Context: an optimization exercise on an open-source flow, tuned for a short achievable clock period and few clock cycles. The choices shown serve that exercise and are no tape-out recipe.
In this exercise RTL edits were held to simulation tests only and were not proved equivalent to the original.
Power and IR drop assume default switching activity.

--- flow/flow/run.sh ---
#!/bin/bash
# The standard layout (standard.sh), with these changes to how it is made:
#  - ORFS's full/half-adder extraction is off, so ABC maps the adders itself;
#  - ABC does not use a few weak cells (flow/my_synth.tcl);
set -o pipefail
export FLOW_SYNTH_TCL=$PWD/synth_recipe.tcl
bash standard.sh ADDER_MAP_FILE= SETUP_SLACK_MARGIN=6 SYNTH_SCRIPT=$PWD/flow/my_synth.tcl finish > standard.log 2>&1
--- flow/flow/my_synth.tcl ---
# The standard flow's synthesis script (synth_recipe.tcl), with ABC told not to use some
# slow or weak cells: a222oi_1 (made in one size only), the _0 drive-strength
# cells, mux4, or4, a221o and a211o. Flip-flops are mapped before ABC runs, so
# the registers are the same.
proc abc {args} {
  foreach c {sky130_fd_sc_hd__a222oi_1 sky130_fd_sc_hd__*_0 sky130_fd_sc_hd__mux4*
             sky130_fd_sc_hd__or4* sky130_fd_sc_hd__a221o* sky130_fd_sc_hd__a211o_*} {
    lappend args -dont_use $c
  }
  yosys abc {*}$args
}
source $::env(FLOW_SYNTH_TCL)
--- flow/standard.sh ---
#!/bin/bash
# synth_recipe.tcl (not shown) runs the flow's synth.tcl, then flattens the netlist and writes it again
# the make line also repeats each setting of config.mk as NAME=value (left out here)
make -C /OpenROAD-flow-scripts/flow DESIGN_CONFIG=/design/flow/config.mk WORK_HOME=/design/flow/orfs CLKGATE_MAP_FILE= SYNTH_SCRIPT=/design/flow/synth_recipe.tcl "${@:-finish}"
--- flow/config.mk ---
export PLATFORM = sky130hd
export DESIGN_NAME = cpu
export DESIGN_NICKNAME = cpu
export VERILOG_FILES = /design/flow/design.v
export SDC_FILE = /design/flow/constraint.sdc
export NUM_CORES = 4
export LEC_CHECK = 0
export CAP_MARGIN = 20
export CORE_MARGIN = 2
export CORE_UTILIZATION = 50
export PLACE_DENSITY = 0.7
export SETUP_SLACK_MARGIN = 5
export SLEW_MARGIN = 20
export SYNTH_HIERARCHICAL = 1
--- flow/constraint.sdc ---
create_clock -name core_clock -period 8.0 [get_ports {clock}]
set_input_delay 1.6000 -clock core_clock [delete_from_list [all_inputs] [get_ports {clock}]]
set_output_delay 1.6000 -clock core_clock [all_outputs]
set_load 0.01 [all_outputs]
--- flow/design.v ---
module cpu(clock,reset,imem_addr,imem_data,dmem_addr,dmem_we,dmem_wdata,dmem_rdata);
    input clock;
    input reset;
    output [11:0]imem_addr;
    input [15:0]imem_data;
    output [11:0]dmem_addr;
    output dmem_we;
    output [15:0]dmem_wdata;
    input [15:0]dmem_rdata;
    function [7:0] onehot(input [2:0] a);
        onehot = 8'd1 << a;
    endfunction
    reg [15:0] pc;
    reg [15:0] ir;           
    reg        ir_v;
    reg [15:0] di;           
    reg [7:0]  d_s1, d_s2, d_sd;     
    reg [7:0]  d_rd;                 
    reg        d_br, d_ld, d_st, d_shift, d_imm;
    reg        d_bz, d_bg, d_bl;     
    reg        d_bp;                 
    reg        d_dec;                
    reg        d_fdec;               
    reg [8:0]  d_sel;                
    reg        d_e1, d_e2, d_ed;     
    reg        d_w1, d_w2, d_wd;     
    reg        stall;
    reg        e_v;          
    reg [7:0]  e_rd;         
    reg        e_ld;
    reg        e_st;
    reg [15:0] e_a, e_b;
    reg [15:0] e_sa;         
    reg [7:0]  e_sh;         
    reg [11:0] e_addr;
    reg [15:0] e_sd;
    reg [8:0]  e_sel;
    reg        e_br;         
    reg        e_dec;        
    reg        e_cz, e_cg, e_cl, e_pred;
    reg [15:0] e_alt;        
    reg        w_v;
    reg [7:0]  w_rd;
    reg [15:0] w_val;
    reg [15:0] r1, r2, r3, r4, r5, r6, r7;
    reg [7:1]  rz;           
    assign imem_addr  = pc[12:1];
    assign dmem_addr  = e_addr;
    assign dmem_we    = e_st;
    assign dmem_wdata = e_sd;
    wire [15:0] imm = {{10{di[5]}}, di[5:0]};
    wire        dgo = ir_v & ~stall;        
    wire [15:0] v1_noe, v2_noe, vd_noe;
    wire [11:0] addr;
    rdu rdu (.s1(d_s1), .s2(d_s2), .sd(d_sd), .w1(d_w1), .w2(d_w2), .wd(d_wd), .w_val(w_val),
             .r1(r1), .r2(r2), .r3(r3), .r4(r4), .r5(r5), .r6(r6), .r7(r7), .imm(imm),
             .v1(v1_noe), .v2(v2_noe), .vd(vd_noe), .addr(addr));
    wire        rz1 = d_s1[0] | (|(d_s1[7:1] & rz));
    wire [15:0] eval;
    wire [15:0] n_ea, n_eb, n_esa, n_esd;
    wire [7:0]  n_esh;
    exu exu (.e_a(e_a), .e_b(e_b), .e_sa(e_sa), .e_sh(e_sh), .e_sel(e_sel), .e_ld(e_ld),
             .rdata(dmem_rdata), .v1(v1_noe), .v2(v2_noe), .vd(vd_noe), .imm(imm),
             .f1(d_e1), .f2(d_e2), .fd(d_ed), .use_imm(d_imm), .shift(d_shift),
             .eval(eval), .n_a(n_ea), .n_b(n_eb), .n_sa(n_esa), .n_sh(n_esh), .n_sd(n_esd));
    wire ez   = (e_a == 16'd0);
    wire es   = e_a[15];
    wire eact = (e_cz & ez) | (e_cg & ~es & ~ez) | (e_cl & (es | ez));
    wire miss = e_br & (eact ^ e_pred);
    wire zdec  = (e_a == 16'd1);
    wire sdec  = (e_a == 16'd0) | (e_a[15] & (e_a[14:0] != 15'd0));
    wire zero1 = d_fdec ? zdec : d_w1 ? (w_val == 16'd0) : rz1;
    wire sign1 = d_fdec ? sdec : v1_noe[15];
    wire pred  = imm[15];                           
    wire go_br = ir_v & ((d_bz & zero1) | (d_bg & ~sign1 & ~zero1) |
                         (d_bl & (sign1 | zero1)) | d_bp);
    wire [15:0] pc_seq, pc_br;
    ks16 add_seq (.a(pc), .b(16'd2), .ci(1'b0), .s(pc_seq));
    ks16 add_br  (.a(pc), .b(imm),   .ci(1'b0), .s(pc_br));
    wire [15:0] nx   = stall ? ir : imem_data;
    wire [3:0] n_op  = nx[15:12];
    wire [7:0] n_s1  = onehot(nx[8:6]);
    wire [7:0] n_s2  = onehot(nx[5:3]);
    wire [7:0] n_sd  = onehot(nx[11:9]);
    wire       n_wen = ~n_op[3] | (n_op == 4'd8) | (n_op == 4'd9) | (n_op == 4'd10);
    wire       n_mem = (n_op == 4'd10) | (n_op == 4'd11);
    wire [8:0] n_sel;
    assign n_sel[0] = (n_op == 4'd1) | (n_op == 4'd9);
    assign n_sel[1] = (n_op == 4'd2);
    assign n_sel[2] = (n_op == 4'd3);
    assign n_sel[3] = (n_op == 4'd4);
    assign n_sel[4] = (n_op == 4'd5);
    assign n_sel[5] = (n_op == 4'd6);
    assign n_sel[6] = (n_op == 4'd7);
    assign n_sel[7] = (n_op == 4'd8);
    assign n_sel[8] = (n_op == 4'd0);
    wire [7:0] d_rdgo = d_rd & {8{ir_v}};
    wire       n_e1   = |(n_s1 & d_rdgo);
    wire       n_res  = ~n_e1 | (~stall & d_dec);
    wire       pre0   = (pc == 16'd0) & ~stall & ~ir_v & ~e_v & ~w_v;
    always @(posedge clock) begin
        if (reset) begin
            pc    <= 16'd0;
            ir_v  <= pre0;
            stall <= 1'b0;
        end else if (miss) begin
            pc    <= e_alt;
            ir_v  <= 1'b0;
            stall <= 1'b0;
        end else if (!stall) begin
            pc    <= go_br ? pc_br : pc_seq;
            ir_v  <= 1'b1;
            stall <= n_e1 & n_mem;
        end else begin
            stall <= 1'b0;
        end
        if (reset & pre0) pc[1] <= 1'b1;
        if (!stall) ir <= imem_data;
        di      <= nx;
        d_s1    <= n_s1;
        d_s2    <= n_s2;
        d_sd    <= n_sd;
        d_rd    <= n_sd & {{7{n_wen}}, 1'b0};
        d_br    <= n_op[3] & n_op[2];
        d_bz    <= n_op[3] & n_op[2] & n_res & (nx[10:9] == 2'b00);
        d_bg    <= n_op[3] & n_op[2] & n_res & (nx[10:9] == 2'b01);
        d_bl    <= n_op[3] & n_op[2] & n_res & (nx[10:9] == 2'b10);
        d_bp    <= n_op[3] & n_op[2] & ~n_res & nx[5];
        d_dec   <= (n_op == 4'd9) & (nx[5:0] == 6'h3f);
        d_fdec  <= ~stall & n_e1 & d_dec;
        d_ld    <= (n_op == 4'd10);
        d_st    <= (n_op == 4'd11);
        d_shift <= n_sel[5] | n_sel[6] | n_sel[7];
        d_imm   <= (n_op == 4'd9);
        d_sel   <= n_sel;
        if (!stall) begin
            d_e1    <= n_e1;
            d_e2    <= |(n_s2 & d_rdgo);
            d_ed    <= |(n_sd & d_rdgo);
            d_w1    <= e_v & (|(n_s1 & e_rd));
            d_w2    <= e_v & (|(n_s2 & e_rd));
            d_wd    <= e_v & (|(n_sd & e_rd));
        end else begin
            d_e1    <= 1'b0;
            d_e2    <= 1'b0;
            d_ed    <= 1'b0;
            d_w1    <= e_v & (|(n_s1 & e_rd));
            d_w2    <= e_v & (|(n_s2 & e_rd));
            d_wd    <= e_v & (|(n_sd & e_rd));
        end
    end
    always @(posedge clock) begin
        if (reset) begin
            e_v  <= 1'b0;
            e_ld <= 1'b0;
            e_st <= 1'b0;
            e_br <= 1'b0;
        end else begin
            e_v  <= dgo & (|d_rd);
            e_ld <= dgo & d_ld;
            e_st <= dgo & d_st;
            e_br <= dgo & d_br & d_e1 & ~d_fdec;
        end
        e_rd   <= d_rd;
        e_sel  <= d_sel;
        e_a    <= n_ea;
        e_b    <= n_eb;
        e_sa   <= n_esa;
        e_sh   <= n_esh;
        e_sd   <= n_esd;
        e_addr <= addr;
        e_cz   <= (di[10:9] == 2'b00);
        e_cg   <= (di[10:9] == 2'b01);
        e_cl   <= (di[10:9] == 2'b10);
        e_pred <= pred;
        e_alt  <= pred ? pc_seq : pc_br;
    end
    always @(posedge clock) begin
        if (reset) begin
            w_v <= 1'b0;
        end else begin
            w_v <= e_v;
        end
        w_rd  <= e_rd;
        w_val <= eval;
    end
    wire w_zero = (w_val == 16'd0);
    always @(posedge clock) begin
        if (w_v & w_rd[1]) begin r1 <= w_val; rz[1] <= w_zero; end
        if (w_v & w_rd[2]) begin r2 <= w_val; rz[2] <= w_zero; end
        if (w_v & w_rd[3]) begin r3 <= w_val; rz[3] <= w_zero; end
        if (w_v & w_rd[4]) begin r4 <= w_val; rz[4] <= w_zero; end
        if (w_v & w_rd[5]) begin r5 <= w_val; rz[5] <= w_zero; end
        if (w_v & w_rd[6]) begin r6 <= w_val; rz[6] <= w_zero; end
        if (w_v & w_rd[7]) begin r7 <= w_val; rz[7] <= w_zero; end
    end
endmodule
module exu(e_a, e_b, e_sa, e_sh, e_sel, e_ld, rdata, v1, v2, vd, imm, f1, f2, fd, use_imm,
           shift, eval, n_a, n_b, n_sa, n_sh, n_sd);
    input [15:0] e_a, e_b, e_sa;
    input [7:0]  e_sh;           
    input [8:0]  e_sel;
    input        e_ld;
    input [15:0] rdata, v1, v2, vd, imm;
    input        f1, f2, fd, use_imm, shift;
    output [15:0] eval, n_a, n_b, n_sa, n_sd;
    output [7:0]  n_sh;
    function [15:0] ksadd(input [15:0] a, input [15:0] b, input ci);
        reg [15:0] g, p, g1, p1, g2, p2, g3, p3, g4;
        integer i;
        begin
            g = a & b;
            p = a ^ b;
            g[0] = g[0] | (p[0] & ci);
            for (i = 0; i < 16; i = i + 1) begin
                g1[i] = (i >= 1) ? (g[i]  | (p[i]  & g[i-1]))  : g[i];
                p1[i] = (i >= 1) ? (p[i]  & p[i-1])            : p[i];
            end
            for (i = 0; i < 16; i = i + 1) begin
                g2[i] = (i >= 2) ? (g1[i] | (p1[i] & g1[i-2])) : g1[i];
                p2[i] = (i >= 2) ? (p1[i] & p1[i-2])           : p1[i];
            end
            for (i = 0; i < 16; i = i + 1) begin
                g3[i] = (i >= 4) ? (g2[i] | (p2[i] & g2[i-4])) : g2[i];
                p3[i] = (i >= 4) ? (p2[i] & p2[i-4])           : p2[i];
            end
            for (i = 0; i < 16; i = i + 1)
                g4[i] = (i >= 8) ? (g3[i] | (p3[i] & g3[i-8])) : g3[i];
            ksadd = (a ^ b) ^ {g4[14:0], ci};
        end
    endfunction
    wire [15:0] sum  = ksadd(e_a, e_b, 1'b0);
    wire [15:0] diff = ksadd(e_a, ~e_b, 1'b1);
    wire        f   = e_sel[6];
    wire [15:0] l1  = ({16{e_sh[0]}} & e_sa) | ({16{e_sh[1]}} & {e_sa[14:0], 1'b0}) |
                      ({16{e_sh[2]}} & {e_sa[13:0], 2'b0}) | ({16{e_sh[3]}} & {e_sa[12:0], 3'b0});
    wire [15:0] shl = ({16{e_sh[4]}} & l1) | ({16{e_sh[5]}} & {l1[11:0], 4'b0}) |
                      ({16{e_sh[6]}} & {l1[7:0], 8'b0}) | ({16{e_sh[7]}} & {l1[3:0], 12'b0});
    wire [15:0] r1  = ({16{e_sh[0]}} & e_sa) | ({16{e_sh[1]}} & {f, e_sa[15:1]}) |
                      ({16{e_sh[2]}} & {{2{f}}, e_sa[15:2]}) | ({16{e_sh[3]}} & {{3{f}}, e_sa[15:3]});
    wire [15:0] shr = ({16{e_sh[4]}} & r1) | ({16{e_sh[5]}} & {{4{f}}, r1[15:4]}) |
                      ({16{e_sh[6]}} & {{8{f}}, r1[15:8]}) | ({16{e_sh[7]}} & {{12{f}}, r1[15:12]});
    wire [15:0] res =
        ({16{e_sel[0]}} & sum)  | ({16{e_sel[1]}} & diff) |
        ({16{e_sel[2]}} & (e_a & e_b)) | ({16{e_sel[3]}} & (e_a | e_b)) |
        ({16{e_sel[4]}} & ~e_a) | ({16{e_sel[5]}} & shl) |
        ({16{e_sel[6] | e_sel[7]}} & shr);
    assign eval = e_ld ? rdata : res;
    assign n_a  = f1 ? eval : v1;
    assign n_b  = use_imm ? imm : (f2 ? eval : v2);
    assign n_sa = shift ? (f1 ? eval : v1) : 16'd0;
    wire [3:0]  amt = f2 ? eval[3:0] : v2[3:0];
    assign n_sh = shift ? {4'd1 << amt[3:2], 4'd1 << amt[1:0]} : 8'd0;
    assign n_sd = fd ? eval : vd;
endmodule
module rdu(s1, s2, sd, w1, w2, wd, w_val, r1, r2, r3, r4, r5, r6, r7, imm, v1, v2, vd, addr);
    input [7:0]  s1, s2, sd;
    input        w1, w2, wd;
    input [15:0] w_val, r1, r2, r3, r4, r5, r6, r7, imm;
    output [15:0] v1, v2, vd;
    output [11:0] addr;
    function [15:0] rfsel(input [7:0] s, input [15:0] x1, input [15:0] x2, input [15:0] x3,
                          input [15:0] x4, input [15:0] x5, input [15:0] x6, input [15:0] x7);
        rfsel = ({16{s[1]}} & x1) | ({16{s[2]}} & x2) | ({16{s[3]}} & x3) |
                ({16{s[4]}} & x4) | ({16{s[5]}} & x5) | ({16{s[6]}} & x6) |
                ({16{s[7]}} & x7);
    endfunction
    assign v1 = w1 ? w_val : rfsel(s1, r1, r2, r3, r4, r5, r6, r7);
    assign v2 = w2 ? w_val : rfsel(s2, r1, r2, r3, r4, r5, r6, r7);
    assign vd = wd ? w_val : rfsel(sd, r1, r2, r3, r4, r5, r6, r7);
    wire [11:0] a_rf, a_w;
    wire [15:0] rf1 = rfsel(s1, r1, r2, r3, r4, r5, r6, r7);
    ks12 add_rf (.a(rf1[11:0]), .b(imm[11:0]), .s(a_rf));
    ks12 add_w  (.a(w_val[11:0]), .b(imm[11:0]), .s(a_w));
    assign addr = w1 ? a_w[11:0] : a_rf[11:0];
endmodule
module ks12(a, b, s);
    input [11:0] a, b;
    output [11:0] s;
    reg [11:0] g, p, g1, p1, g2, p2, g3, p3, g4;
    integer i;
    always @(*) begin
        g = a & b;
        p = a ^ b;
        for (i = 0; i < 12; i = i + 1) begin
            g1[i] = (i >= 1) ? (g[i]  | (p[i]  & g[i-1]))  : g[i];
            p1[i] = (i >= 1) ? (p[i]  & p[i-1])            : p[i];
        end
        for (i = 0; i < 12; i = i + 1) begin
            g2[i] = (i >= 2) ? (g1[i] | (p1[i] & g1[i-2])) : g1[i];
            p2[i] = (i >= 2) ? (p1[i] & p1[i-2])           : p1[i];
        end
        for (i = 0; i < 12; i = i + 1) begin
            g3[i] = (i >= 4) ? (g2[i] | (p2[i] & g2[i-4])) : g2[i];
            p3[i] = (i >= 4) ? (p2[i] & p2[i-4])           : p2[i];
        end
        for (i = 0; i < 12; i = i + 1)
            g4[i] = (i >= 8) ? (g3[i] | (p3[i] & g3[i-8])) : g3[i];
    end
    assign s = (a ^ b) ^ {g4[10:0], 1'b0};
endmodule
module ks16(a, b, ci, s);
    input [15:0] a, b;
    input ci;
    output [15:0] s;
    function [15:0] ksadd(input [15:0] a, input [15:0] b, input ci);
        reg [15:0] g, p, g1, p1, g2, p2, g3, p3, g4;
        integer i;
        begin
            g = a & b;
            p = a ^ b;
            g[0] = g[0] | (p[0] & ci);
            for (i = 0; i < 16; i = i + 1) begin
                g1[i] = (i >= 1) ? (g[i]  | (p[i]  & g[i-1]))  : g[i];
                p1[i] = (i >= 1) ? (p[i]  & p[i-1])            : p[i];
            end
            for (i = 0; i < 16; i = i + 1) begin
                g2[i] = (i >= 2) ? (g1[i] | (p1[i] & g1[i-2])) : g1[i];
                p2[i] = (i >= 2) ? (p1[i] & p1[i-2])           : p1[i];
            end
            for (i = 0; i < 16; i = i + 1) begin
                g3[i] = (i >= 4) ? (g2[i] | (p2[i] & g2[i-4])) : g2[i];
                p3[i] = (i >= 4) ? (p2[i] & p2[i-4])           : p2[i];
            end
            for (i = 0; i < 16; i = i + 1)
                g4[i] = (i >= 8) ? (g3[i] | (p3[i] & g3[i-8])) : g3[i];
            ksadd = (a ^ b) ^ {g4[14:0], ci};
        end
    endfunction
    assign s = ksadd(a, b, ci);
endmodule
==> key figures, run 1 <==
Pwr
  – Power Density: roughly 240 nW/um^2
  – Reg power frac: approximately a third
  – Sw Ratio: between 30% and 40%
  – Logic pwr share: between 40% and 50%
  – Static Leak: 10.7 nW
  – Internal: 0.00447 W
  – Switching power total: roughly 0.0026 W
  – Maximum vdd ir drop: ~0.21 mV
  – Clock power share: around a quarter

Critical path
  – Critical path class: input port to flop
  – CP max FO: 4
  – Critical Path Start Type: input port
  – R2R setup slack: 5180 ps
  – Worst setup path end: stall$_SDFF_PP0_
  – Critical R2R Capture: stall$_SDFF_PP0_
  – CP top delay family: simple AND/OR/NAND/NOR gates
  – CP bufs+invs: 2
  – Setup crit start: imem_data[6]
  – R2R depth: 9
  – R2r startpoint: stall$_SDFF_PP0_
  – CP Data Required Time: between 8000 and 9000 ps
  – Slowest cell on crit path: nor4b_2
  – Crit-path cells: buf_6 > mux2i_4 > nand2_1 > and3_1 > a31oi_1 > o211ai_1 > buf_4 > nor2_4 > nor4b_2
  – Crit path capture type: flop
  – Crit path largest cell delay: 450 ps
  – Critical path data arrival time: around 3300 ps
  – Critical path depth: 9

Floorplanning
  – Die area: 44600 sq um
  – Core area: between 40000 and 50000 sq um
  – Row count: 75
  – Die width: around 210 um
  – Die height: between 200 and 250 um
  – IO Count: 75
  – Initial Util: 51.0%

Timing
  – F_max: 0.349 GHz
  – Fin Setup TNS: 0 ps
  – Setup-failing EPs final: 0
  – RSZ-0062 raised after global routing: yes
  – Tcrit/Tclk final: around 36%
  – Setup Skew: 11.4 ps
  – Hold Vio Cnt, Final: 0
  – Slew Viols, Final: 0
  – Rel. slew slack: 19.5%
  – Tmin final: 2870 ps
  – Worst-margin pin slew: ~1200 ps

Clock tree
  – Clk sink count: approximately 350
  – CTS Buf Count: 37
  – Worst-skew pair later-pin latency: between 500 and 600 ps
  – TritonCTS clock tree: done
  – Max clock buf depth: 3
  – Clock root cell: clkbuf_16
  – Htree depth: 2
  – CTS clk-pin slew, worst paths: 70 ps

Place
  – Port-buffer cells: 74
  – Dpl hpwl: approximately 48000 um
  – GP Congestion: 0.965

Finish
  – Layout cells sized above 1: between 40% and 50%
  – Util after Layout: between 70% and 80%
  – Area delta synth->final: 37.9%
  – Post-layout nets: 2722

Worst hold path
  – Worst min path class: flop to flop
  – Cell depth of the worst hold path: 0

Drt
  – Initial DRC count: 2930
  – DRC: 0
  – Total wire length: approximately 86000 um
  – Drt wl/cell: around 26 um
  – Vias per cell: 6.75
  – Via count: ~22000
  – Routed Antenna Nets: 0
  – 1st-pass router iterations: 8

Yosys
  – Gate Count Post-Synth: roughly 2400
  – Syn Std Cell Area: 21500 sq um
  – Syn avg cell area: around 9.1 sq um
  – Yosys Warn Count: 11

Global route
  – All-Layer GR Usage: between 30% and 40%
  – Largest net degree at the start of global routing: 75
  – Congestion Overflow GR: 0
  – Initial antenna violation count: 0
  – Vias in the first global route: 21200
  – First-pass GRT wire length: approximately 120000 um

Job
  – Max-cap violation count: 0

Outcome
  – Status: no timing/DRC/antenna violations
[cell usage in the layout (no fill, tap or decap), types with 17 or more instances in the layout]
| master | count |
|---|---|
| a21oi_1 | 85 |
| a22oi_1 | 151 |
| a22oi_2 | 36 |
| a31oi_1 | 33 |
| and2_1 | 18 |
| buf_12 | 17 |
| buf_2 | 19 |
| buf_4 | 204 |
| buf_6 | 126 |
| clkbuf_16 | 40 |
| conb_1 | 62 |
| dfxtp_1 | 149 |
| dfxtp_2 | 36 |
| dfxtp_4 | 49 |
| edfxtp_1 | 120 |
| inv_1 | 57 |
| maj3_2 | 23 |
| mux2_2 | 61 |
| mux2_4 | 35 |
| mux2i_1 | 19 |
| nand2_1 | 237 |
| nand2_2 | 25 |
| nand3_1 | 32 |
| nand4_1 | 82 |
| nor2_1 | 102 |
| nor2_2 | 17 |
| nor2_4 | 18 |
| nor2b_1 | 27 |
| nor3_1 | 32 |
| nor3_2 | 17 |
| o211ai_1 | 29 |
| o21a_1 | 21 |
| o21ai_1 | 80 |
| o21ai_2 | 21 |
| xnor2_1 | 74 |
| xor2_1 | 25 |
[metrics by stage]
step	std cells	hold slack, ps	power, W	setup WS (ps)	cell area (sq um)
5_1_grt	3255	334	0.00735	5110	29600
6_report	3256	326	0.00712	5130	29600
4_1_cts	3204	326	0.00673	5360	28400
3_5_place_dp	2882	312	0.00440	3910	23100
2_1_floorplan	2430	310	0.00392	5220	22700
3_3_place_gp	2882	313	0.00435	4080	23100
[worst min-delay path by stage]
| stage | from | to | slack (ps) |
|---|---|---|---|
| final | d_sel[4]$_DFF_P_ | e_sel[4]$_DFF_P_ | 330 |
| after global routing | d_sel[4]$_DFF_P_ | e_sel[4]$_DFF_P_ | 330 |
| after CTS | d_sel[4]$_DFF_P_ | e_sel[4]$_DFF_P_ | 330 |
| after detailed placement | d_sel[4]$_DFF_P_ | e_sel[4]$_DFF_P_ | 310 |
| after global placement | d_sel[7]$_DFF_P_ | e_sel[7]$_DFF_P_ | 310 |
| after floorplan | d_sel[0]$_DFF_P_ | e_sel[0]$_DFF_P_ | 310 |
[metal layers]
metal | up-vias | global-route usage, % | wire length [um]
met4 | 0 | 20.3 | 5430
li1 | 9453 | - | -
met1 | 10400 | 46.2 | 31500
met5 | - | 0 | 0
met3 | 387 | 7.08 | 10200
met2 | 1690 | 56.3 | 38500
[worst reg2reg max path, stage by stage, from the launching register on]
cell and delay, ps:
dfxtp_4 540, buf_6 380, mux2i_4 400, nand2_1 80, and3_1 180, a31oi_1 170
o211ai_1 110, buf_4 200, nor2_4 140, nor4b_2 450
[area by class of cell]
class	count	area, sq um
Clock inverter	18	190
Inverter	83	370
Tap cell	539	674
Antenna cell	1	2.50
Fill cell	2917	12500
Sequential cell	354	8520
Clock buffer	49	1050
Multi-Input combinational cell	1811	14900
Timing Repair Buffer	401	3910
[what timing repair did]
item | CTS | global route
setup endpoints to repair | 241 | 196
gates resized for setup | 710 | 187
pin swaps | 188 | 98
setup buffers | 246 | 50
hold buffers | 0 | 0
cloned | 9 | 1
[power by group through the flow]
stage	sequential [W]	clock [W]	combinational, W
5_1_grt	0.00244	0.00187	0.00305
2_1_floorplan	0.00230	0	0.00162
6_report	0.00242	0.00180	0.00289
3_3_place_gp	0.00251	0	0.00184
3_5_place_dp	0.00252	0	0.00188
4_1_cts	0.00239	0.00178	0.00256
Testbench counts, summed over its fixed seeds: cycles 32,739.
==> run 2: changes to the inputs <==
--- a/flow/design.v
+++ b/flow/design.v
@@ -83,7 +83,6 @@
     wire [7:0] n_s2  = onehot(nx[5:3]);
     wire [7:0] n_sd  = onehot(nx[11:9]);
     wire       n_wen = ~n_op[3] | (n_op == 4'd8) | (n_op == 4'd9) | (n_op == 4'd10);
-    wire       n_mem = (n_op == 4'd10) | (n_op == 4'd11);
     wire [8:0] n_sel;
     assign n_sel[0] = (n_op == 4'd1) | (n_op == 4'd9);
     assign n_sel[1] = (n_op == 4'd2);
@@ -95,25 +94,27 @@
     assign n_sel[7] = (n_op == 4'd8);
     assign n_sel[8] = (n_op == 4'd0);
     wire [7:0] d_rdgo = d_rd & {8{ir_v}};
-    wire       n_e1   = |(n_s1 & d_rdgo);
-    wire       n_res  = ~n_e1 | (~stall & d_dec);
+    wire [3:0] i_op  = imem_data[15:12];
+    wire [7:0] i_s1  = onehot(imem_data[8:6]);
+    wire [7:0] i_s2  = onehot(imem_data[5:3]);
+    wire [7:0] i_sd  = onehot(imem_data[11:9]);
+    wire       i_mem = (i_op == 4'd10) | (i_op == 4'd11);
+    wire       i_br  = i_op[3] & i_op[2];
+    wire       i_e1  = |(i_s1 & d_rdgo);
+    wire       i_res = ~i_e1 | d_dec;
     wire       pre0   = (pc == 16'd0) & ~stall & ~ir_v & ~e_v & ~w_v;
     always @(posedge clock) begin
         if (reset) begin
             pc    <= 16'd0;
             ir_v  <= pre0;
-            stall <= 1'b0;
         end else if (miss) begin
             pc    <= e_alt;
             ir_v  <= 1'b0;
-            stall <= 1'b0;
         end else if (!stall) begin
             pc    <= go_br ? pc_br : pc_seq;
             ir_v  <= 1'b1;
-            stall <= n_e1 & n_mem;
-        end else begin
-            stall <= 1'b0;
         end
+        stall <= ~reset & ~stall & i_e1 & i_mem;
         if (reset & pre0) pc[1] <= 1'b1;
         if (!stall) ir <= imem_data;
         di      <= nx;
@@ -122,31 +123,31 @@
         d_sd    <= n_sd;
         d_rd    <= n_sd & {{7{n_wen}}, 1'b0};
         d_br    <= n_op[3] & n_op[2];
-        d_bz    <= n_op[3] & n_op[2] & n_res & (nx[10:9] == 2'b00);
-        d_bg    <= n_op[3] & n_op[2] & n_res & (nx[10:9] == 2'b01);
-        d_bl    <= n_op[3] & n_op[2] & n_res & (nx[10:9] == 2'b10);
-        d_bp    <= n_op[3] & n_op[2] & ~n_res & nx[5];
+        d_bz    <= ~stall & i_br & i_res & (imem_data[10:9] == 2'b00);
+        d_bg    <= ~stall & i_br & i_res & (imem_data[10:9] == 2'b01);
+        d_bl    <= ~stall & i_br & i_res & (imem_data[10:9] == 2'b10);
+        d_bp    <= ~stall & i_br & ~i_res & imem_data[5];
         d_dec   <= (n_op == 4'd9) & (nx[5:0] == 6'h3f);
-        d_fdec  <= ~stall & n_e1 & d_dec;
+        d_fdec  <= ~stall & i_e1 & d_dec;
         d_ld    <= (n_op == 4'd10);
         d_st    <= (n_op == 4'd11);
         d_shift <= n_sel[5] | n_sel[6] | n_sel[7];
         d_imm   <= (n_op == 4'd9);
         d_sel   <= n_sel;
         if (!stall) begin
-            d_e1    <= n_e1;
-            d_e2    <= |(n_s2 & d_rdgo);
-            d_ed    <= |(n_sd & d_rdgo);
-            d_w1    <= e_v & (|(n_s1 & e_rd));
-            d_w2    <= e_v & (|(n_s2 & e_rd));
-            d_wd    <= e_v & (|(n_sd & e_rd));
+            d_e1    <= i_e1;
+            d_e2    <= |(i_s2 & d_rdgo);
+            d_ed    <= |(i_sd & d_rdgo);
+            d_w1    <= e_v & (|(i_s1 & e_rd));
+            d_w2    <= e_v & (|(i_s2 & e_rd));
+            d_wd    <= e_v & (|(i_sd & e_rd));
         end else begin
             d_e1    <= 1'b0;
             d_e2    <= 1'b0;
             d_ed    <= 1'b0;
-            d_w1    <= e_v & (|(n_s1 & e_rd));
-            d_w2    <= e_v & (|(n_s2 & e_rd));
-            d_wd    <= e_v & (|(n_sd & e_rd));
+            d_w1    <= e_v & (|(d_s1 & e_rd));
+            d_w2    <= e_v & (|(d_s2 & e_rd));
+            d_wd    <= e_v & (|(d_sd & e_rd));
         end
     end
     always @(posedge clock) begin
==> run 2 against run 1 <==
  * Still clean
  * Non-clock buffer count decreased by 12
  * Sequential cell count unchanged
  * Register-to-register slack improved by 140 ps
  * Routed wire length about the same
  * Critical path depth increased by 4
  * Clock-buffer cell count increased by 7
  * Die area increased by 1.2%
  * Combinational power increased by 9.3%
  * Sequential share of layout area increased by 0.058 points
==> key figures, run 2 <==
Drt
  – Via count: 21800 (-0.56%)
  – 1st-pass router iterations: 5 (-3)
  – DRC: 0 (unchanged)
  – Vias per cell: 6.70 (-0.66%)
  – Routed Antenna Nets: 0 (unchanged)
  – Initial DRC count: 2961 (+1.1%)
  – Drt wl/cell: 26.3 um (-0.15%)
  – Total wire length: 85600 um (about the same)

Place
  – GP Congestion: 0.929 (-3.8%)
  – Dpl hpwl: 48700 um (+0.61%)
  – Port-buffer cells: 74 (unchanged)
  – Dpl ws: 4390 ps (+487 ps)
  – DP Area: 23300 sq um (+1.0%)

Timing
  – Final Hold Slack: 325 ps (-1.47 ps)
  – Worst-margin pin slew: 1210 ps (+4.14 ps)
  – Tcrit/Tclk final: 33.5% (-2.3 points)
  – Setup-failing EPs final: 0 (unchanged)
  – Slew Viols, Final: 0 (unchanged)
  – Setup WS post-layout: 5320 ps (+182 ps)
  – Tmin final: 2680 ps (-182 ps)
  – Fin Setup TNS: 0 ps (unchanged)
  – F_max: 0.373 GHz (+6.8%)
  – Hold Vio Cnt, Final: 0 (unchanged)
  – Setup Skew: 26.8 ps (+15.3 ps)
  – RSZ-0062 raised after global routing: yes
  – Rel. slew slack: 19.1% (-0.39 points)

Outcome
  – Status: no timing/DRC/antenna violations

Pwr
  – Power Density: 247 nW/um^2 (+2.9%)
  – Maximum vdd ir drop: 0.232 mV (+13%)
  – Static Leak: 10.7 nW (-0.58%)
  – Total power: 0.00733 W (+3.0%)

Global route
  – Vias in the first global route: 20600 (-2.5%)
  – Congestion Overflow GR: 0 (unchanged)
  – Initial antenna violation count: 4 (+4)
  – All-Layer GR Usage: 35.5% (-0.34 points)
  – Largest net degree at the start of global routing: 48 (-36%)
  – First-pass GRT wire length: 123000 um (about the same)

Finish
  – Commonest non-fill, non-tap cells in the layout: nand2_1 (226), buf_4 (211), a22oi_1 (159)
  – Area delta synth->final: 36.4%
  – Ant diodes: 0 (-1)
  – Register Area: 8550 sq um (+0.37%)
  – Fin area: 29700 sq um (+0.16%)
  – Multi-input logic area: 15100 sq um (+1.4%)
  – Post-layout nets: 2681 (-1.5%)
  – Commonest non-fill, non-tap cell in the layout: nand2_1
  – FILL cells: 3040 (+4.2%)
  – Layout cells sized above 1: 39.9% (-0.63 points)

Clock tree
  – CTS clk-pin slew, worst paths: 70 ps (about the same)
  – Worst-skew pair later-pin latency: 560 ps (about the same)
  – Clock root cell: clkbuf_16
  – Max clock buf depth: 3 (unchanged)
  – Hold-fix buffers at CTS: 0 (unchanged)
  – Clk sink count: 354 (unchanged)
  – CTS Buf Count: 37 (unchanged)
  – Htree depth: 2 (unchanged)
  – TritonCTS clock tree: done

Critical path
  – Critical Path Start Type: flop
  – CP max FO: 8 (+4)
  – R2r startpoint: d_s1[6]$_SDFF_PN0_
  – Slowest cell on crit path: dfxtp_4
  – Critical path data arrival time: 3130 ps (-120 ps)
  – R2R depth: 13 (+4)
  – Critical path depth: 13 (+4)
  – CP top delay family: multiplexers
  – Crit path largest cell delay: 360 ps (-90 ps)
  – CP most frequent cell: buf_12
  – Crit path capture type: flop
  – Critical path class: flop to flop
  – Crit-path cells: buf_12 > buf_8 > a22oi_2 > nand4_1 > mux2_4 > nor2_1 > nand2_1 > nand2_2 > nor3_4 > a31oi_4 > buf_12 > mux2i_2 > o221ai_2
  – CP Data Required Time: 8450 ps (+70 ps)
  – CP bufs+invs: 3 (+1)
  – Setup crit start: d_s1[6]$_SDFF_PN0_

Floorplanning
  – Die height: 213 um (+0.62%)
  – Die area: 45200 sq um (+1.2%)
  – Die width: 213 um (+0.62%)
  – IO Count: 75 (unchanged)
  – Core area: 43000 sq um (+2.0%)
  – Row count: 76 (+1.3%)
  – Initial Util: 50.6% (-0.38 points)

Worst hold path
  – Critical hold path startpoint: d_sel[0]$_DFF_P_
  – Cell depth of the worst hold path: 0 (unchanged)
  – Worst min path class: flop to flop

Yosys
  – Syn avg cell area: 9.28 sq um (+2.4%)
  – Gate Count Post-Synth: 2344 (-1.1%)
  – Yosys Warn Count: 11 (unchanged)
  – Syn Std Cell Area: 21800 sq um (+1.3%)

Job
  – Max-cap violation count: 0 (unchanged)
[run 2: metrics by stage]
step / instances / utilization [%]
6_report: 3259 / 69.1
5_1_grt: 3259 / 69.1
4_1_cts: 3199 / 66.1
3_5_place_dp: 2900 / 54.2
3_3_place_gp: 2900 / 54.2
2_1_floorplan: 2404 / -
[run 2: path summary, 6_finish.rpt]
check	end	slack, ps
max	pc[13]$_SDFFE_PP0P_	5320
min	e_sel[0]$_DFF_P_	320
min reg2reg	e_sel[0]$_DFF_P_	320
max reg2reg	pc[13]$_SDFFE_PP0P_	5320
[run 2: timing repair]
item,in CTS,in global routing
cloned,9,2
pin swaps,158,111
buffers inserted,224,58
resized for setup,691,174
endpoints found under the setup margin,244,204
[run 2: final cells by class]
type / instances / area share [%]
Clock buffer: 56 / 3.65
Clock inverter: 10 / 0.291
Inverter: 55 / 0.788
Multi-Input combinational cell: 1810 / 50.9
Sequential cell: 354 / 28.8
Tap cell: 585 / 2.47
Timing Repair Buffer: 389 / 13.1
[run 2: metal layers]
metal / part of all wire (%) / track usage [%] / up-vias
met5: 0 / 0 / -
met4: 6.3 / 18.8 / 0
li1: - / - / 9355
met2: 45 / 56.5 / 1604
met1: 37 / 45.8 / 10500
met3: 11 / 6.79 / 400
[run 2: power breakdown]
group | leakage (nW) | switching (W) | internal (W) | total, W
clock network | 0.576 | 0.000755 | 0.000946 | 0.00170
logic | 7.02 | 0.00164 | 0.00152 | 0.00316
registers | 3.07 | 0.000354 | 0.00211 | 0.00247
total | 10.7 | 0.00275 | 0.00458 | 0.00733
Testbench counts of run 2, summed over its fixed seeds: cycles 32,740.
==> run 3: changes to the inputs <==
--- a/flow/design.v
+++ b/flow/design.v
@@ -70,13 +70,16 @@
     wire zdec  = (e_a == 16'd1);
     wire sdec  = (e_a == 16'd0) | (e_a[15] & (e_a[14:0] != 15'd0));
     wire zero1 = d_fdec ? zdec : d_w1 ? (w_val == 16'd0) : rz1;
-    wire sign1 = d_fdec ? sdec : v1_noe[15];
+    wire srf   = |(d_s1[7:1] & {r7[15], r6[15], r5[15], r4[15], r3[15], r2[15], r1[15]});
+    wire sign1 = d_fdec ? sdec : d_w1 ? w_val[15] : srf;
     wire pred  = imm[15];                           
-    wire go_br = ir_v & ((d_bz & zero1) | (d_bg & ~sign1 & ~zero1) |
-                         (d_bl & (sign1 | zero1)) | d_bp);
+    wire go_br = ir_v & (zero1 ? (d_bz | d_bl | d_bp) :
+                         sign1 ? (d_bl | d_bp) : (d_bg | d_bp));
     wire [15:0] pc_seq, pc_br;
     ks16 add_seq (.a(pc), .b(16'd2), .ci(1'b0), .s(pc_seq));
     ks16 add_br  (.a(pc), .b(imm),   .ci(1'b0), .s(pc_br));
+    wire [15:0] pc_base = miss ? e_alt : (stall ? pc : pc_seq);
+    wire [15:0] pc_next = (go_br & ~miss) ? pc_br : pc_base;
     wire [15:0] nx   = stall ? ir : imem_data;
     wire [3:0] n_op  = nx[15:12];
     wire [7:0] n_s1  = onehot(nx[8:6]);
@@ -104,14 +107,12 @@
     wire       i_res = ~i_e1 | d_dec;
     wire       pre0   = (pc == 16'd0) & ~stall & ~ir_v & ~e_v & ~w_v;
     always @(posedge clock) begin
+        pc <= reset ? 16'd0 : pc_next;
         if (reset) begin
-            pc    <= 16'd0;
             ir_v  <= pre0;
         end else if (miss) begin
-            pc    <= e_alt;
             ir_v  <= 1'b0;
         end else if (!stall) begin
-            pc    <= go_br ? pc_br : pc_seq;
             ir_v  <= 1'b1;
         end
         stall <= ~reset & ~stall & i_e1 & i_mem;
==> run 3 against run 2 <==
  * Still clean
  * Hold slack better by 2.8 ps
  * Final cell count rose by 2.5%
  * Sequential power about the same
  * Core utilization up 1.1 points
  * Clock skew decreased by 5.2 ps
  * Combinational power rose by 3%
  * Final area up 1.9%
  * Power increased by 2.4%
  * Fmax grew 1.8%
  * Global-route usage is 0.15 points higher
  * Critical endpoint is now imem_addr[5]
  * Largest cell class unchanged
  * Largest power group unchanged
==> key figures, run 3 <==
Place
  – Dpl hpwl: 48100 um (-1.2%)
  – Port-buffer cells: 74 (unchanged)
  – GP Congestion: 0.966 (+4.0%)
  – Placed insts: 2953 (+1.8%)

Drt
  – Total wire length: 85800 um (+0.29%)
  – Vias per cell: 6.64 (-0.91%)
  – Initial DRC count: 3115 (+5.2%)
  – DRC: 0 (unchanged)
  – 1st-pass router iterations: 8 (+3)
  – Met3 WL post-DR: 9370 um (-3.9%)
  – Via count: 22200 (+1.5%)
  – Top layer in use: met4
  – Drt wl/cell: 25.7 um (-2.1%)
  – Routed Antenna Nets: 0 (unchanged)
  – DRT met1 WL: 32000 um (+1.1%)
  – Met2 wire len: 39300 um (+1.5%)

Clock tree
  – Hold-fix buffers at CTS: 0 (unchanged)
  – CTS clk-pin slew, worst paths: 70 ps (about the same)
  – Max clock buf depth: 3 (unchanged)
  – Htree depth: 2 (unchanged)
  – TritonCTS clock tree: done
  – Clock root cell: clkbuf_16
  – CTS Buf Count: 39 (+5.4%)
  – Worst-skew pair later-pin latency: 550 ps (about the same)
  – Clk sink count: 354 (unchanged)

Timing
  – Slew Viols, Final: 0 (unchanged)
  – Hold Vio Cnt, Final: 0 (unchanged)
  – Worst-margin pin slew: 1240 ps (+32.4 ps)
  – Tcrit/Tclk final: 32.9% (-0.61 points)
  – Fin Setup TNS: 0 ps (unchanged)
  – F_max: 0.379 GHz (+1.8%)
  – Setup Skew: 21.6 ps (-5.16 ps)
  – Tmin final: 2640 ps (-48.7 ps)
  – Setup-failing EPs final: 0 (unchanged)
  – Rel. slew slack: 17.0% (-2.2 points)
  – RSZ-0062 raised after global routing: yes

Global route
  – All-Layer GR Usage: 35.6% (+0.15 points)
  – Initial antenna violation count: 0 (-4)
  – Largest net degree at the start of global routing: 86 (+79%)
  – First-pass GRT wire length: 123000 um (+0.39%)
  – Vias in the first global route: 20900 (+1.3%)
  – Congestion Overflow GR: 0 (unchanged)

Outcome
  – Status: no timing/DRC/antenna violations

Finish
  – Area delta synth->final: 38.8%
  – Commonest non-fill, non-tap cells in the layout: nand2_1 (228), buf_4 (207), a22oi_1 (158)
  – Post-layout nets: 2759 (+2.9%)
  – Multi-input logic area: 15100 sq um (-0.21%)
  – Final Non-Filler Cells: 3339 (+2.5%)
  – Ant diodes: 0 (unchanged)
  – Layout cells sized above 1: 39.8% (-0.11 points)
  – FILL cells: 2980 (-2.0%)
  – Register Area: 8550 sq um (about the same)
  – Commonest non-fill, non-tap cell in the layout: nand2_1

Critical path
  – Critical path class: flop to output pin
  – Critical Path Start Type: flop
  – R2R depth: 10 (-3)
  – Slowest cell on crit path: dfxtp_4
  – Worst setup path end: imem_addr[5]
  – CP top delay family: flip-flops
  – Crit path largest cell delay: 360 ps (about the same)
  – Critical path data arrival time: 1040 ps (-2090 ps)
  – Crit-path cells: buf_6
  – Critical R2R Capture: e_addr[10]$_DFF_P_
  – R2r startpoint: d_s1[7]$_SDFF_PN0_
  – R2R setup slack: 5380 ps (+60 ps)
  – Critical path depth: 1 (-12)
  – CP Data Required Time: 6400 ps (-2050 ps)
  – Crit path capture type: output pin
  – CP max FO: 2 (-6)
  – CP bufs+invs: 1 (-2)
  – Setup crit start: pc[6]$_SDFFE_PP0P_

Yosys
  – Syn avg cell area: 9.10 sq um (-2.0%)
  – Gate Count Post-Synth: 2394 (+2.1%)
  – Syn Std Cell Area: 21800 sq um (+0.11%)
  – Yosys Warn Count: 11 (unchanged)

Floorplanning
  – IO Count: 75 (unchanged)
  – Die area: 45200 sq um (+0.11%)
  – Die height: 213 um (about the same)
  – Die width: 213 um (about the same)
  – Initial Util: 50.6% (-0.057 points)
  – Row count: 76 (unchanged)
  – Core area: 43100 sq um (+0.22%)

Pwr
  – Maximum vdd ir drop: 0.234 mV (+0.52%)
  – Static Leak: 11.1 nW (+4.5%)
  – Power Density: 248 nW/um^2 (+0.53%)

Worst hold path
  – Worst min path class: flop to flop
  – Cell depth of the worst hold path: 0 (unchanged)

Job
  – Max-cap violation count: 0 (unchanged)
run 3: repair_timing:
| item | CTS | global route |
|---|---|---|
| pin swaps | 138 | 123 |
| endpoints found under the setup margin | 239 | 187 |
| gates cloned | 7 | 5 |
| buffers inserted | 229 | 75 |
| gates resized for setup | 654 | 226 |
run 3: layout make-up:
type	count	area share [%]
clock buffer	57	3.86
clock inverter	13	0.377
inverter	88	1.17
multi-input combinational	1826	49.9
sequential	354	28.3
tap	585	2.42
timing repair buffer	416	14.0
run 3: power by group:
part	internal [W]	leakage [nW]	switching [W]
Combinational	0.00152	7.44	0.00172
Sequential	0.00212	3.07	0.000349
Clock	0.00105	0.633	0.000754
run 3: worst min path at each step:
stage                             endpoint             start  slack, ps
final                     e_sel[5]$_DFF_P_  d_sel[5]$_DFF_P_        330
after global routing      e_sel[3]$_DFF_P_  d_sel[3]$_DFF_P_        330
after CTS                 e_sel[5]$_DFF_P_  d_sel[5]$_DFF_P_        330
after detailed placement  e_sel[7]$_DFF_P_  d_sel[7]$_DFF_P_        310
after global placement    e_sel[1]$_DFF_P_  d_sel[1]$_DFF_P_        310
after floorplan           e_sel[0]$_DFF_P_  d_sel[0]$_DFF_P_        310
run 3: per-layer routing:
metal	vias to the layer above	GRT usage (%)
li1	9561	-
met1	10700	46.4
met2	1526	56.8
met3	382	6.94
met4	0	17.5
met5	-	0
run 3: through the flow:
step                power, W  util (%)  hold WS [ps]  setup slack [ps]  cell area (sq um)
global placement     0.00459      54.6           313              4190              23500
global route         0.00781      70.2           329              5280              30200
CTS                  0.00698      66.1           326              5350              28500
floorplan            0.00416         -           310              5210              23200
detailed placement   0.00465      54.6           313              4120              23500
finish               0.00751      70.2           328              5360              30200
Testbench counts of run 3, summed over its fixed seeds: cycles 32,740.
==> run 4: changes to the inputs <==
--- a/flow/design.v
+++ b/flow/design.v
@@ -105,7 +105,12 @@
     wire       i_br  = i_op[3] & i_op[2];
     wire       i_e1  = |(i_s1 & d_rdgo);
     wire       i_res = ~i_e1 | d_dec;
-    wire       pre0   = (pc == 16'd0) & ~stall & ~ir_v & ~e_v & ~w_v;
+    reg        rst1, rst2;   
+    always @(posedge clock) begin
+        rst1 <= reset;
+        rst2 <= rst1;
+    end
+    wire       pre0   = rst1 & ~rst2 & (pc == 16'd0) & ~stall & ~ir_v & ~e_v & ~w_v;
     always @(posedge clock) begin
         pc <= reset ? 16'd0 : pc_next;
         if (reset) begin
==> run 4 against run 3 <==
  * Still clean on timing, DRC and antenna
  * Hold slack gained 1.2 ps
  * Global-route usage shrank 0.41 points
  * Combinational power is 7.7% higher
  * Via count fell by 1.3%
  * Area after synthesis increased by 0.65%
  * Fmax shrank 1.8%
  * Synthesized cell count is 0.96% lower
  * Non-clock buffer count down 16
  * Critical endpoint is now imem_addr[0]
==> key figures, run 4 <==
Outcome
  – Status: no timing/DRC/antenna violations

Clock tree
  – Htree depth: 2 (unchanged)
  – CTS Buf Count: 40 (+2.6%)
  – Clk sink count: 356 (+0.56%)
  – Hold-fix buffers at CTS: 0 (unchanged)
  – Worst-skew pair later-pin latency: 580 ps (+30 ps)
  – CTS clk-pin slew, worst paths: 60 ps (about the same)
  – TritonCTS clock tree: done
  – Max clock buf depth: 3 (unchanged)
  – Clock root cell: clkbuf_16

Critical path
  – Crit-path cells: buf_6
  – R2R setup slack: 5330 ps (-50 ps)
  – R2r startpoint: r2[0]$_DFFE_PP_
  – Crit path capture type: output pin
  – CP bufs+invs: 1 (unchanged)
  – Critical R2R Capture: e_addr[5]$_DFF_P_
  – Critical path depth: 1 (unchanged)
  – Slowest cell on crit path: dfxtp_4
  – Crit path largest cell delay: 390 ps (+30 ps)
  – CP max FO: 2 (unchanged)
  – Critical Path Start Type: flop
  – CP top delay family: flip-flops
  – Critical path data arrival time: 1080 ps (+40 ps)
  – CP Data Required Time: 6400 ps (about the same)
  – Critical path class: flop to output pin
  – R2R depth: 10 (unchanged)

Finish
  – Layout cells sized above 1: 40.8% (+1.0 points)
  – Fin area: 30200 sq um (-0.29%)
  – Final Non-Filler Cells: 3298 (-1.2%)
  – Area delta synth->final: 37.6%
  – Ant diodes: 0 (unchanged)
  – Commonest non-fill, non-tap cell in the layout: nand2_1
  – FILL cells: 3045 (+2.2%)
  – Post-layout nets: 2719 (-1.4%)
  – Commonest non-fill, non-tap cells in the layout: nand2_1 (215), buf_4 (201), a22oi_1 (167)

Pwr
  – Maximum vdd ir drop: 0.216 mV (-7.4%)
  – Power Density: 256 nW/um^2 (+3.0%)
  – Static Leak: 10.9 nW (-2.1%)
  – Total power: 0.00771 W (+2.7%)

Drt
  – Drt wl/cell: 25.9 um (+0.64%)
  – Via count: 21900 (-1.3%)
  – Initial DRC count: 2786 (-11%)
  – Routed Antenna Nets: 0 (unchanged)
  – Total wire length: 85300 um (-0.60%)
  – DRC: 0 (unchanged)
  – Vias per cell: 6.63 (about the same)
  – 1st-pass router iterations: 6 (-2)

Global route
  – Congestion Overflow GR: 0 (unchanged)
  – All-Layer GR Usage: 35.2% (-0.41 points)
  – Largest net degree at the start of global routing: 87 (+1.2%)
  – First-pass GRT wire length: 123000 um (-0.49%)
  – Vias in the first global route: 20700 (-1.0%)
  – Initial antenna violation count: 0 (unchanged)

Worst hold path
  – Critical hold path startpoint: d_sel[4]$_DFF_P_
  – Worst min path class: flop to flop
  – Cell depth of the worst hold path: 0 (unchanged)
  – Hold endpoint: e_sel[4]$_DFF_P_

Timing
  – Hold Vio Cnt, Final: 0 (unchanged)
  – F_max: 0.373 GHz (-1.8%)
  – Setup Skew: 39.1 ps (+17.5 ps)
  – Tcrit/Tclk final: 33.5% (+0.60 points)
  – RSZ-0062 raised after global routing: yes
  – Setup-failing EPs final: 0 (unchanged)
  – Rel. slew slack: 21.3% (+4.4 points)
  – Slew Viols, Final: 0 (unchanged)
  – Worst-margin pin slew: 1180 ps (-63.8 ps)
  – Tmin final: 2680 ps (+48.0 ps)
  – Fin Setup TNS: 0 ps (unchanged)

Yosys
  – Yosys Warn Count: 11 (unchanged)
  – Syn Std Cell Area: 21900 sq um (+0.65%)
  – Gate Count Post-Synth: 2371 (-0.96%)
  – Syn avg cell area: 9.25 sq um (+1.6%)

Job
  – Max-cap violation count: 0 (unchanged)

Floorplanning
  – IO Count: 75 (unchanged)
  – Core area: 43200 sq um (+0.22%)
  – Row count: 76 (unchanged)
  – Die area: 45500 sq um (+0.64%)
  – Die height: 213 um (+0.32%)
  – Initial Util: 50.8% (+0.22 points)
  – Die width: 213 um (+0.32%)

Place
  – Placed insts: 2924 (-0.98%)
  – Port-buffer cells: 74 (unchanged)
  – Dpl hpwl: 48700 um (+1.3%)
  – DP Area: 23600 sq um (+0.56%)
  – GP Congestion: 0.959 (-0.75%)
-- run 4: layer usage --
layer / vias up / global-route usage, % / part of all wire, %
met5: - / 0 / 0
met4: 0 / 16.3 / 5.4
met3: 356 / 6.66 / 10
met2: 1471 / 56.7 / 47
met1: 10600 / 46.0 / 38
li1: 9484 / - / -
-- run 4: final cells by class --
class | count | area [sq um] | share of cell area (%)
Multi-Input combinational cell | 1829 | 15300 | 50.8
Tap cell | 585 | 732 | 2.43
Inverter | 58 | 243 | 0.805
Sequential cell | 356 | 8620 | 28.6
Timing Repair Buffer | 400 | 4030 | 13.4
Clock inverter | 9 | 75.1 | 0.249
Clock buffer | 61 | 1130 | 3.75
-- run 4: worst max-delay path by stage --
stage / to / startpoint / slack (ps)
6_report: imem_addr[0] / pc[1]$_SDFFE_PP1P_ / 5320
5_1_grt: pc[2]$_SDFFE_PP0P_ / w_val[10]$_DFF_P_ / 5260
4_1_cts: imem_addr[0] / pc[1]$_SDFFE_PP1P_ / 5330
3_5_place_dp: d_bg$_DFF_P_ / imem_data[6] / 4370
3_3_place_gp: d_bl$_DFF_P_ / imem_data[6] / 4380
2_1_floorplan: d_bg$_DFF_P_ / imem_data[6] / 5240
-- run 4: power by group --
group          switching, W  leakage (nW)  internal [W]  total, W
Combinational       0.00180          7.24       0.00168   0.00349
Sequential         0.000347          3.09       0.00214   0.00248
Clock              0.000759         0.591      0.000980   0.00174
-- run 4: metrics by stage --
stage | worst slack (ps) | hold WS, ps | utilization [%]
after floorplan | 5240 | 310 | -
after global placement | 4380 | 312 | 54.7
after detailed placement | 4370 | 312 | 54.7
after CTS | 5330 | 325 | 66.5
after global routing | 5260 | 328 | 69.8
final | 5320 | 329 | 69.8
-- run 4: timing repair --
item	CTS	global route
pin swaps	163	129
gates cloned	8	0
endpoints found under the setup margin	240	195
gates resized for setup	686	185
buffers inserted	217	78
Testbench counts of run 4, summed over its fixed seeds: cycles 32,740.
==> run 5: changes to the inputs <==
--- a/flow/design.v
+++ b/flow/design.v
@@ -105,12 +105,7 @@
     wire       i_br  = i_op[3] & i_op[2];
     wire       i_e1  = |(i_s1 & d_rdgo);
     wire       i_res = ~i_e1 | d_dec;
-    reg        rst1, rst2;   
-    always @(posedge clock) begin
-        rst1 <= reset;
-        rst2 <= rst1;
-    end
-    wire       pre0   = rst1 & ~rst2 & (pc == 16'd0) & ~stall & ~ir_v & ~e_v & ~w_v;
+    wire       pre0   = (pc == 16'd0) & ~stall & ~ir_v & ~e_v & ~w_v;
     always @(posedge clock) begin
         pc <= reset ? 16'd0 : pc_next;
         if (reset) begin
@@ -275,11 +270,22 @@
     assign v1 = w1 ? w_val : rfsel(s1, r1, r2, r3, r4, r5, r6, r7);
     assign v2 = w2 ? w_val : rfsel(s2, r1, r2, r3, r4, r5, r6, r7);
     assign vd = wd ? w_val : rfsel(sd, r1, r2, r3, r4, r5, r6, r7);
+    agu agu (.s1(s1), .w1(w1), .w_val(w_val[11:0]), .r1(r1[11:0]), .r2(r2[11:0]),
+             .r3(r3[11:0]), .r4(r4[11:0]), .r5(r5[11:0]), .r6(r6[11:0]), .r7(r7[11:0]),
+             .imm(imm[11:0]), .addr(addr));
+endmodule
+module agu(s1, w1, w_val, r1, r2, r3, r4, r5, r6, r7, imm, addr);
+    input [7:0]  s1;
+    input        w1;
+    input [11:0] w_val, r1, r2, r3, r4, r5, r6, r7, imm;
+    output [11:0] addr;
+    wire [11:0] rf1 = ({12{s1[1]}} & r1) | ({12{s1[2]}} & r2) | ({12{s1[3]}} & r3) |
+                      ({12{s1[4]}} & r4) | ({12{s1[5]}} & r5) | ({12{s1[6]}} & r6) |
+                      ({12{s1[7]}} & r7);
     wire [11:0] a_rf, a_w;
-    wire [15:0] rf1 = rfsel(s1, r1, r2, r3, r4, r5, r6, r7);
-    ks12 add_rf (.a(rf1[11:0]), .b(imm[11:0]), .s(a_rf));
-    ks12 add_w  (.a(w_val[11:0]), .b(imm[11:0]), .s(a_w));
-    assign addr = w1 ? a_w[11:0] : a_rf[11:0];
+    ks12 add_rf (.a(rf1), .b(imm), .s(a_rf));
+    ks12 add_w  (.a(w_val), .b(imm), .s(a_w));
+    assign addr = w1 ? a_w : a_rf;
 endmodule
 module ks12(a, b, s);
     input [11:0] a, b;
==> run 5 against run 4 <==
  * Sequential power barely moved
  * Area after synthesis rose by 1.9%
  * Setup slack improved by 37 ps
  * Synthesized cell count rose by 3.8%
  * Final area fell by 0.40%
  * Clock-buffer cell count fell by 9
  * Critical endpoint is now imem_addr[11]
  * Largest cell class unchanged
  * Final cell count rose by 1.3%
  * Sequential cell count fell by 2
  * Die area rose by 1.9%
  * Fmax rose by 1.4%
==> key figures, run 5 <==
Yosys
  – Gate Count Post-Synth: 2461 (+3.8%)
  – Syn Std Cell Area: 22300 sq um (+1.9%)
  – Yosys Warn Count: 11 (unchanged)
  – Syn avg cell area: 9.08 sq um (-1.8%)

Drt
  – DRC: 0 (unchanged)
  – Total wire length: 86700 um (+1.6%)
  – Routed Antenna Nets: 0 (unchanged)
  – Vias per cell: 6.75 (+1.7%)
  – Drt wl/cell: 26.0 um (+0.32%)
  – Via count: 22600 (+3.1%)
  – Initial DRC count: 2973 (+6.7%)
  – 1st-pass router iterations: 7 (+1)

Floorplanning
  – IO Count: 75 (unchanged)
  – Core area: 44100 sq um (+2.2%)
  – Initial Util: 50.6% (-0.16 points)
  – Die width: 215 um (+0.92%)
  – Die area: 46400 sq um (+1.9%)
  – Row count: 77 (+1.3%)
  – Die height: 215 um (+0.92%)

Timing
  – RSZ-0062 raised after global routing: yes
  – F_max: 0.378 GHz (+1.4%)
  – Tmin final: 2650 ps (-37.1 ps)
  – Slew Viols, Final: 0 (unchanged)
  – Setup Skew: 23.5 ps (-15.5 ps)
  – Worst-margin pin slew: 1260 ps (+80.3 ps)
  – Tcrit/Tclk final: 33.1% (-0.46 points)
  – Final Hold Slack: 326 ps (-2.83 ps)
  – Fin Setup TNS: 0 ps (unchanged)
  – Rel. slew slack: 16.0% (-5.4 points)
  – Setup-failing EPs final: 0 (unchanged)
  – Hold Vio Cnt, Final: 0 (unchanged)

Critical path
  – CP max FO: 2 (unchanged)
  – Slowest cell on crit path: dfxtp_4
  – CP top delay family: flip-flops
  – Crit path capture type: output pin
  – Crit path largest cell delay: 380 ps (about the same)
  – Critical path class: flop to output pin
  – CP Data Required Time: 6400 ps (about the same)
  – Critical Path Start Type: flop
  – Crit-path cells: buf_6
  – CP bufs+invs: 1 (unchanged)
  – Critical path data arrival time: 1050 ps (-30 ps)

Place
  – Dpl hpwl: 49300 um (+1.2%)
  – Port-buffer cells: 74 (unchanged)
  – GP Congestion: 0.949 (-1.0%)

Finish
  – Ant diodes: 0 (unchanged)
  – Commonest non-fill, non-tap cell in the layout: nand2_1
  – Layout cells sized above 1: 37.4% (-3.4 points)
  – Post-layout nets: 2754 (+1.3%)
  – Commonest non-fill, non-tap cells in the layout: nand2_1 (236), a22oi_1 (208), buf_4 (165)
  – Area delta synth->final: 34.5%
  – Util after Layout: 68.1% (-1.8 points)

Pwr
  – Maximum vdd ir drop: 0.261 mV (+21%)
  – Static Leak: 10.9 nW (about the same)
  – Power Density: 253 nW/um^2 (-1.1%)
  – Total power: 0.00760 W (-1.5%)

Global route
  – Initial antenna violation count: 1 (+1)
  – Largest net degree at the start of global routing: 76 (-13%)
  – All-Layer GR Usage: 34.3% (-0.92 points)
  – First-pass GRT wire length: 124000 um (+1.5%)
  – Congestion Overflow GR: 0 (unchanged)
  – Vias in the first global route: 21200 (+2.7%)

Clock tree
  – Clock root cell: clkbuf_16
  – Htree depth: 2 (unchanged)
  – Clk sink count: 354 (-0.56%)
  – Worst-skew pair later-pin latency: 550 ps (-30 ps)
  – CTS Buf Count: 38 (-5.0%)
  – CTS clk-pin slew, worst paths: 60 ps (about the same)
  – TritonCTS clock tree: done
  – Max clock buf depth: 3 (unchanged)

Job
  – Max-cap violation count: 0 (unchanged)

Outcome
  – Status: no timing/DRC/antenna violations

Worst hold path
  – Worst min path class: flop to flop
## run 5: area by class of cell
class | count | area [sq um]
tap | 592 | 741
inverter | 88 | 355
timing repair buffer | 352 | 3630
sequential | 354 | 8550
clock inverter | 17 | 195
clock buffer | 52 | 1070
multi-input combinational | 1886 | 15500
fill | 3244 | 14100
## run 5: final timing paths
check | startpoint | end | slack [ps] | cells past startpoint
min reg2reg | d_sel[5]$_DFF_P_ | e_sel[5]$_DFF_P_ | 330 | 0
max | pc[12]$_SDFFE_PP0P_ | imem_addr[11] | 5350 | 1
min | d_sel[5]$_DFF_P_ | e_sel[5]$_DFF_P_ | 330 | 0
max reg2reg | di[5]$_DFF_P_ | pc[15]$_SDFFE_PP0P_ | 5360 | 12
## run 5: power breakdown
part / total (W) / switching, W / internal [W] / leakage [nW]
Sequential: 0.00250 / 0.000383 / 0.00211 / 3.07
Clock: 0.00180 / 0.000749 / 0.00105 / 0.625
Combinational: 0.00330 / 0.00174 / 0.00156 / 7.23
Total: 0.00760 / 0.00288 / 0.00472 / 10.9
## run 5: metrics by stage
step,worst slack (ps),instances,instance area [sq um]
after floorplan,5210,2521,23900
after detailed placement,4140,3011,23900
after global routing,5300,3341,30000
after CTS,5360,3266,28300
after global placement,4200,3011,23900
final,5350,3341,30000
## run 5: what timing repair did
item                       CTS  global route
pin swaps                  149           139
setup endpoints to repair  242           185
resized for setup          611           222
gates cloned                10             4
hold endpoints to repair     0             0
hold buffers                 0             0
buffers inserted           176            71
## run 5: per-layer routing
layer	track usage [%]	routed length, um
met1	45.3	32400
met2	53.5	38800
met3	7.97	10200
met4	15.4	5320
met5	0	0
Testbench counts of run 5, summed over its fixed seeds: cycles 32,740.

==> what the ideal ports hide <==
No port has a modelled driver above. Below, the same layouts with a new extraction and two added sets of constraints. Step 1, drivers: a clkbuf_16 drives clock and a buf_2 each remaining input, both assumed. Step 2 adds t to the input delays and takes it off the output delays; t is the mean of the earliest and latest rising clock arrival at the registers after step 1. Input paths then give back, and output paths get back, about the clock's delay inside the block. Slacks: ideal / step 1 / step 2; pairs: ideal / step 1.
run	t, ns	setup WS [ns]	worst setup path at the end	latest minus earliest clock arrival (ns)
run 1	0.603	5.134 / 5.163 / 4.560	input to register	0.012 / 0.012
run 2	0.613	5.316 / 5.285 / 4.977	input to register	0.028 / 0.028
run 3	0.604	5.365 / 5.302 / 4.810	input to register	0.023 / 0.022
run 4	0.613	5.317 / 5.266 / 4.815	input to register	0.040 / 0.040
run 5	0.598	5.354 / 5.298 / 4.924	input to register	0.024 / 0.024
After both steps setup and hold are still met in every run listed. The setup slack of run 1, which loses most, moves by +0.029 ns with the drivers and by -0.574 ns with both steps.
